What follows belongs to an exercise in optimizing a design on an open flow for small area, a short achievable clock period and few clock cycles per item; a production flow would make more cautious choices.
The RTL was checked by simulation tests, not by an equivalence proof against the original design.
Power figures rest on the tool's default switching activity, not on a simulated workload.

$ cat flow/config.mk
export PLATFORM = sky130hd
export DESIGN_NAME = decision_tree_classifier
export DESIGN_NICKNAME = decision_tree_classifier
export VERILOG_FILES = /design/flow/design.v
export SDC_FILE = /design/flow/constraint.sdc
export NUM_CORES = 4
export LEC_CHECK = 0
export CAP_MARGIN = 20
export CORE_AREA = 5 5 355 355
export DIE_AREA = 0 0 360 360
export PLACE_DENSITY = 0.6
export SLEW_MARGIN = 20
export SYNTH_MEMORY_MAX_BITS = 65536
$ cat flow/constraint.sdc
create_clock -name core_clock -period 14.0 [get_ports {clk}]
set_input_delay 2.8000 -clock core_clock [delete_from_list [all_inputs] [get_ports {clk}]]
set_output_delay 2.8000 -clock core_clock [all_outputs]
set_load 0.01 [all_outputs]
$ cat flow/design.v
`timescale 1ns / 1ps
module decision_tree_classifier (
    input   wire    clk,
    input   wire    rst,
    input   wire    start,
    input   signed  [31:0]  psd_gamma,
    input   signed  [31:0]  psd_beta,
    input   signed  [31:0]  psd_alpha,
    input   signed  [31:0]  psd_theta,
    input   signed  [31:0]  psd_delta,
    input   signed  [31:0]  peak_amplitude,
    input           [ 7:0]  zero_counter,
    input   signed  [31:0]  dwt_gamma_max,
    input   signed  [31:0]  dwt_gamma_min,
    input   signed  [31:0]  dwt_gamma_mean,
    input   signed  [31:0]  dwt_gamma_sum,
    input   signed  [31:0]  dwt_beta_max,
    input   signed  [31:0]  dwt_beta_min,
    input   signed  [31:0]  dwt_beta_mean,
    input   signed  [31:0]  dwt_beta_sum,
    input   signed  [31:0]  dwt_alpha_max,
    input   signed  [31:0]  dwt_alpha_min,
    input   signed  [31:0]  dwt_alpha_mean,
    input   signed  [31:0]  dwt_alpha_sum,
    input   signed  [31:0]  dwt_theta_max,
    input   signed  [31:0]  dwt_theta_min,
    input   signed  [31:0]  dwt_theta_mean,
    input   signed  [31:0]  dwt_theta_sum,
    input   signed  [31:0]  dwt_delta_max,
    input   signed  [31:0]  dwt_delta_min,
    input   signed  [31:0]  dwt_delta_mean,
    input   signed  [31:0]  dwt_delta_sum,
    output  reg             done,
    output  reg     [3:0]   class_label
);
wire c0 = ($signed(psd_gamma) <= 32'sd815035);
wire c1 = ($signed(psd_gamma) <= 32'sd875487);
wire c2 = ($signed(psd_gamma) <= 32'sd1182274);
wire c3 = ($signed(psd_gamma) <= 32'sd1217277);
wire c4 = ($signed(psd_gamma) <= 32'sd1366078);
wire c5 = ($signed(psd_gamma) <= 32'sd1370908);
wire c6 = ($signed(psd_gamma) <= 32'sd1501151);
wire c7 = ($signed(psd_gamma) <= 32'sd1604313);
wire c8 = ($signed(psd_gamma) <= 32'sd1800747);
wire c9 = ($signed(psd_gamma) <= 32'sd1919423);
wire c10 = ($signed(psd_gamma) <= 32'sd2688027);
wire c11 = ($signed(psd_gamma) <= 32'sd2994797);
wire c12 = ($signed(psd_gamma) <= 32'sd3041874);
wire c13 = ($signed(psd_gamma) <= 32'sd3140963);
wire c14 = ($signed(psd_beta) <= 32'sd3025512);
wire c15 = ($signed(psd_beta) <= 32'sd3143694);
wire c16 = ($signed(psd_beta) <= 32'sd3504967);
wire c17 = ($signed(psd_beta) <= 32'sd4378543);
wire c18 = ($signed(psd_beta) <= 32'sd4991638);
wire c19 = ($signed(psd_beta) <= 32'sd6257570);
wire c20 = ($signed(psd_beta) <= 32'sd6920256);
wire c21 = ($signed(psd_alpha) <= 32'sd126855);
wire c22 = ($signed(psd_alpha) <= 32'sd128415);
wire c23 = ($signed(psd_alpha) <= 32'sd215002);
wire c24 = ($signed(psd_alpha) <= 32'sd239630);
wire c25 = ($signed(psd_alpha) <= 32'sd244508);
wire c26 = ($signed(psd_alpha) <= 32'sd463859);
wire c27 = ($signed(psd_alpha) <= 32'sd541499);
wire c28 = ($signed(psd_alpha) <= 32'sd615941);
wire c29 = ($signed(psd_alpha) <= 32'sd652852);
wire c30 = ($signed(psd_alpha) <= 32'sd669194);
wire c31 = ($signed(psd_alpha) <= 32'sd703357);
wire c32 = ($signed(psd_theta) <= 32'sd32866);
wire c33 = ($signed(psd_theta) <= 32'sd80213);
wire c34 = ($signed(psd_theta) <= 32'sd95329);
wire c35 = ($signed(psd_theta) <= 32'sd402215);
wire c36 = ($signed(psd_theta) <= 32'sd559135);
wire c37 = ($signed(psd_theta) <= 32'sd754201);
wire c38 = ($signed(psd_delta) <= 32'sd252198);
wire c39 = ($signed(psd_delta) <= 32'sd633939);
wire c40 = ($signed(psd_delta) <= 32'sd1322965);
wire c41 = ($signed(psd_delta) <= 32'sd1343231);
wire c42 = ($signed(psd_delta) <= 32'sd1686486);
wire c43 = ($signed(psd_delta) <= 32'sd2312553);
wire c44 = ($signed(peak_amplitude) <= 32'sd75604453);
wire c45 = ($signed(peak_amplitude) <= 32'sd84867325);
wire c46 = ($signed(peak_amplitude) <= 32'sd94098117);
wire c47 = ($signed(peak_amplitude) <= 32'sd105453043);
wire c48 = ($signed(peak_amplitude) <= 32'sd110049603);
wire c49 = ($signed(peak_amplitude) <= 32'sd112447901);
wire c50 = ($signed(peak_amplitude) <= 32'sd129352280);
wire c51 = ($signed(peak_amplitude) <= 32'sd145984465);
wire c52 = ($signed(peak_amplitude) <= 32'sd149485014);
wire c53 = ($signed(peak_amplitude) <= 32'sd192959015);
wire c54 = (zero_counter <= 8'd17);
wire c55 = (zero_counter <= 8'd28);
wire c56 = (zero_counter <= 8'd33);
wire c57 = (zero_counter <= 8'd34);
wire c58 = (zero_counter <= 8'd38);
wire c59 = (zero_counter <= 8'd40);
wire c60 = (zero_counter <= 8'd47);
wire c61 = (zero_counter <= 8'd49);
wire c62 = (zero_counter <= 8'd50);
wire c63 = ($signed(dwt_gamma_max) <= 32'sd61825683);
wire c64 = ($signed(dwt_gamma_max) <= 32'sd65438014);
wire c65 = ($signed(dwt_gamma_max) <= 32'sd114394300);
wire c66 = ($signed(dwt_gamma_max) <= 32'sd131577013);
wire c67 = ($signed(dwt_gamma_max) <= 32'sd134226977);
wire c68 = ($signed(dwt_gamma_min) <= -32'sd102109119);
wire c69 = ($signed(dwt_gamma_mean) <= 32'sd1560615);
wire c70 = ($signed(dwt_gamma_sum) <= 32'sd26152231);
wire c71 = ($signed(dwt_gamma_sum) <= 32'sd27449297);
wire c72 = ($signed(dwt_gamma_sum) <= 32'sd28159081);
wire c73 = ($signed(dwt_beta_max) <= 32'sd82033567);
wire c74 = ($signed(dwt_beta_max) <= 32'sd127562425);
wire c75 = ($signed(dwt_beta_max) <= 32'sd167871929);
wire c76 = ($signed(dwt_beta_min) <= -32'sd147598970);
wire c77 = ($signed(dwt_beta_min) <= -32'sd96510523);
wire c78 = ($signed(dwt_beta_min) <= -32'sd59379567);
wire c79 = ($signed(dwt_beta_sum) <= 32'sd21858356);
wire c80 = ($signed(dwt_beta_sum) <= 32'sd25273349);
wire c81 = ($signed(dwt_alpha_max) <= 32'sd165487211);
wire c82 = ($signed(dwt_alpha_min) <= -32'sd263668372);
wire c83 = ($signed(dwt_alpha_min) <= -32'sd92713851);
wire c84 = ($signed(dwt_alpha_min) <= -32'sd76544730);
wire c85 = ($signed(dwt_alpha_min) <= -32'sd59088209);
wire c86 = ($signed(dwt_alpha_mean) <= -32'sd1310241);
wire c87 = ($signed(dwt_alpha_sum) <= 32'sd44097402);
wire c88 = ($signed(dwt_theta_max) <= 32'sd89924686);
wire c89 = ($signed(dwt_theta_mean) <= -32'sd21042471);
wire c90 = ($signed(dwt_delta_max) <= 32'sd144744219);
wire c91 = ($signed(dwt_delta_sum) <= 32'sd76125584);
wire label_w = (c51 ? (c59 ? (c31 ? (c73 ? (c64 ? (c14 ? (c10 ? (c42 ? (c79 ? 1'b0 : 1'b1) : 1'b0) : 1'b0) : (c87 ? (c27 ? (c1 ? 1'b0 : (c35 ? 1'b1 : 1'b0)) : (c34 ? 1'b1 : 1'b0)) : (c47 ? (c80 ? 1'b1 : (c45 ? 1'b1 : 1'b0)) : (c25 ? (c50 ? 1'b0 : 1'b1) : 1'b1)))) : (c22 ? (c91 ? (c84 ? 1'b0 : 1'b1) : 1'b1) : (c41 ? (c69 ? 1'b1 : 1'b0) : 1'b0))) : (c11 ? (c82 ? 1'b0 : (c44 ? 1'b0 : (c43 ? (c76 ? (c57 ? 1'b1 : 1'b0) : 1'b1) : 1'b0))) : (c83 ? (c26 ? (c21 ? 1'b0 : (c16 ? 1'b0 : 1'b1)) : (c72 ? (c12 ? 1'b1 : 1'b0) : 1'b1)) : (c46 ? 1'b1 : (c71 ? (c78 ? 1'b0 : 1'b1) : 1'b1))))) : (c55 ? (c54 ? 1'b0 : 1'b1) : 1'b0)) : (c5 ? (c49 ? (c61 ? (c39 ? (c60 ? 1'b1 : (c0 ? 1'b0 : 1'b1)) : (c15 ? 1'b1 : 1'b0)) : (c23 ? 1'b0 : (c4 ? 1'b1 : 1'b0))) : (c85 ? 1'b0 : 1'b1)) : (c70 ? (c47 ? (c65 ? (c90 ? (c6 ? (c86 ? 1'b1 : 1'b0) : (c40 ? 1'b0 : 1'b1)) : (c28 ? 1'b1 : 1'b0)) : 1'b1) : (c77 ? (c19 ? 1'b0 : 1'b1) : (c7 ? 1'b0 : 1'b1))) : (c48 ? (c62 ? (c63 ? 1'b0 : (c29 ? 1'b1 : 1'b0)) : 1'b0) : 1'b0)))) : (c37 ? (c81 ? (c68 ? (c53 ? (c56 ? 1'b1 : 1'b0) : (c74 ? 1'b0 : (c8 ? 1'b1 : 1'b0))) : (c18 ? (c17 ? (c30 ? 1'b0 : 1'b1) : (c33 ? 1'b0 : (c38 ? 1'b0 : 1'b1))) : (c58 ? (c36 ? (c89 ? 1'b1 : 1'b0) : 1'b1) : (c13 ? 1'b1 : 1'b0)))) : (c75 ? (c52 ? (c3 ? 1'b0 : 1'b1) : (c32 ? (c24 ? (c2 ? 1'b0 : 1'b1) : 1'b0) : (c66 ? 1'b0 : (c67 ? 1'b1 : 1'b0)))) : (c88 ? 1'b0 : 1'b1))) : (c9 ? (c20 ? 1'b1 : 1'b0) : 1'b1)));
always_ff @(posedge clk or posedge rst) begin
    if (rst) begin
        done        <= 1'b0;
        class_label <= 4'd0;
    end else begin
        done <= start;
        if (start) class_label <= {3'd0, label_w};
    end
end
endmodule
$ cat flow/run.sh
#!/bin/bash
# synth_recipe.tcl (not shown) runs the flow's synth.tcl, then flattens the netlist and writes it again
# the make line also repeats each setting of config.mk as NAME=value (left out here)
make -C /OpenROAD-flow-scripts/flow DESIGN_CONFIG=/design/flow/config.mk WORK_HOME=/design/flow/orfs CLKGATE_MAP_FILE= SYNTH_SCRIPT=/design/flow/synth_recipe.tcl finish
==> results.txt <==
[how the worst min path moves through the flow]
stage	cells after the start	start	slack (ps)	end
final	3	class_label[0]$_DFFE_PP0P_	690	class_label[0]$_DFFE_PP0P_
after global routing	3	class_label[0]$_DFFE_PP0P_	730	class_label[0]$_DFFE_PP0P_
after CTS	3	class_label[0]$_DFFE_PP0P_	710	class_label[0]$_DFFE_PP0P_
after detailed placement	3	class_label[0]$_DFFE_PP0P_	690	class_label[0]$_DFFE_PP0P_
after global placement	3	class_label[0]$_DFFE_PP0P_	690	class_label[0]$_DFFE_PP0P_
after floorplan	3	class_label[0]$_DFFE_PP0P_	640	class_label[0]$_DFFE_PP0P_
[cells in the final DEF, fill, tap and decap left out, drive strengths merged, types with 13 or more instances in the layout]
master / instances
a211o: 16
o31ai: 24
o21a: 16
a21o: 25
a21oi: 93
nor2b: 16
nand2b: 26
and3: 23
or4: 34
clkdlybuf4s50: 675
nand3: 77
nor4bb: 20
nand4b: 27
or2: 17
nand4: 86
a21boi: 13
nand2: 125
and4: 15
a211oi: 27
inv: 27
nor2: 111
o211ai: 26
diode: 16
nor4b: 30
or3: 30
nor4: 113
a31oi: 45
nor3: 84
o21ai: 91
nand3b: 14
[logic make-up after synthesis]
logic type / after synthesis / share of synthesized area
AO/OA/AOI/OAI: 510 / 0.379
buffers and inverters: 109 / 0.0459
flip-flops: 2 / 0.00536
multiplexers: 7 / 0.00818
other: 1 / 0.000402
AND/OR/NAND/NOR: 893 / 0.561
[state kept, by name, indices dropped and copies added (netlist names)]
name and flops:
class_label 1, done 1
[stage by stage]
step | cell area, um^2 | hold slack, ps
global route | 18000 | 731
finish | 18000 | 692
CTS | 18000 | 706
detailed placement | 17900 | 693
floorplan | 9340 | 643
global placement | 17900 | 691
[cell type report]
cell class,count,area [um^2]
Timing Repair Buffer,687,6850
Clock buffer,3,75.1
Multi-Input combinational cell,1413,8870
Antenna cell,16,40.0
Sequential cell,2,50.0
Tap cell,1625,2030
Fill cell,13900,104000
Inverter,27,101
[power breakdown]
part / total [W] / switching [W] / leakage, nW / internal [W]
logic: 0.000432 / 0.000203 / 5.10 / 0.000229
registers: 0.00000680 / 0.000000335 / 0.0238 / 0.00000646
clock network: 0.0000428 / 0.00000645 / 0.0371 / 0.0000363
[worst max-delay path, stage by stage]
cell and delay (ps):
clkdlybuf4s50_1 810, or4_1 840, nor4_2 570, nand2_1 270, nor4_1 870, o31a_1 240
a31oi_1 50, a21oi_1 160, o2111ai_1 120, o211ai_1 210
[metal layers]
| metal | global-route usage | wire [um] | vias up | share of wire |
|---|---|---|---|---|
| met3 | 0.0326 | 7380 | 149 | 0.090 |
| met4 | 0.0186 | 1880 | 22 | 0.023 |
| li1 | - | - | 7570 | - |
| met1 | 0.145 | 33100 | 7621 | 0.40 |
| met2 | 0.208 | 39300 | 1122 | 0.48 |
| met5 | 0 | 140 | - | 0.0017 |
==> results.txt <==
final core occ=0.148; I/O pin cnt=848; Ys Warns=1; initial antenna violation count=60; Worst Reg-to-Reg Cells=3; cell area power density=26.7 nW/um^2; FF-to-FF End=class_label[0]$_DFFE_PP0P_; Sinks on Clock Net=2; most frequent cell after synthesis=nand2_1; hold crit path type=register to register; Tightest Pin Transition=1150 ps; global placement routability congestion=0.952; root buf cell=clkbuf_16; RSZ-0062 raised after global routing=no; sum of negative setup slack=0 ps; Slew Viols, Final=0; MaxCap Viol Count=0; TritonCTS clock tree=done; Final WS setup=7180 ps; routed wire length=81.9 mm; Post-synth EDFFs=0; Peak VDD IR=0.0000172 V; Post-Syn Area=9330 um^2; top-area cell type share of the netlist area=0.0751; Total GRT Usage=0.118; Num CTS Buffers=3; dpl hpwl=72.7 mm; chip width=360 um; Avg WL per Cell=21.7 um; global route overflow=0; final non-filler cell total=3773; DR vias/cell=4.37; Critical Path RT=14130 ps; Hold Fails Final Rpt=0; Skew-Pair Late Insertion Delay=220 ps; Worst Setup Path Type=input pin to register; Syn Inst Count=1522; DRT iter0 DRCs=1576; Fin Clk Skew=0 ps; CTS clk-pin slew, worst paths=30 ps; P_leak=5.16 nW; Avg Cell Area, Syn=6.13 um^2; die height=360 um; top_reg_cell synth=dfrtp_1; FF-to-FF setup slack=13090 ps; Total Power=0.000481 W; num rows=128; outcome=timing/DRC/antenna clean; Critical Path End Type=register; max_slew headroom=0.226; routed vias=16.5k; Port Buffers=675; hold_buf cts=0; final setup fails=0; asr flop ratio synth=1.00; FF+latch count, synth=2; largest net degree at the start of global routing=18; CP arrival=6950 ps; Commonest cells post-synth=125 x nand2_1, 112 x nor4_1, 111 x nor2_1, 93 x a21oi_1, 91 x o21ai_0; post_cts resized=0; global-route wire length before repair=114 mm; Detailed Routing Iterations Pass 1=5; CP Max Fanout=13; Antenna Nets Post-Route=0; Critical path origin=psd_gamma[31]; initial core utilization=0.0767; Setup crit end=class_label[0]$_DFFE_PP0P_; Layout area overhead=93.1%; Placeable Area=122000 um^2; Netlist cell types=78; startpoint types=input pin; CTS H-tree lvls=1; Final Cycle Share=0.487; Setup WS pre-CTS=6870 ps; dominant cell type by area after synthesis=nor4_1; share of cells above drive strength 1=0.0281; fmax=0.147 GHz; FF-to-FF Start=class_label[0]$_DFFE_PP0P_; Clock Path Buffers=2; post-CTS setup buffers=0; placed cells=3754; sequential fraction of the synthesis area=0.00536; Final Critical Period=6820 ps; fin nets=2977; Synth area leaders=nor4_1 7.5%, nand4_1 5.8%, nand2_1 5.0%, a21oi_1 5.0%, o21ai_0 4.9%; die area=130000 um^2; number of global-route vias before repair=16.0k; drc violations=0
Testbench counts, summed over its fixed seeds: cycles 3,200, items 3,200.

## separate check: timing with driven ports
The flow's constraints put no driver on any port. The routed layout listed below was extracted and timed again, unchanged, in two steps.
Step 1 assumes that a clkbuf_16 drives the clock port and a buf_2 every other input.
Step 2 adds t to the input delays and takes it off the output delays; t is the mean of the earliest and latest rising clock arrival at the registers after step 1. Input paths then give back, and output paths get back, about the clock's delay inside the block.
a / b / c = no drivers / after step 1 / after step 2; a / b = the first two.
t (ns): 0.271
setup WS [ns]: 7.181 / 7.208 / 6.937
worst register clock-pin slew, ns: 0.03 / 0.03
cell pins on the clock port's net: 1
After both steps setup and hold are still met in this run. The setup slack of this run moves by +0.027 ns with the drivers and by -0.244 ns with both steps.
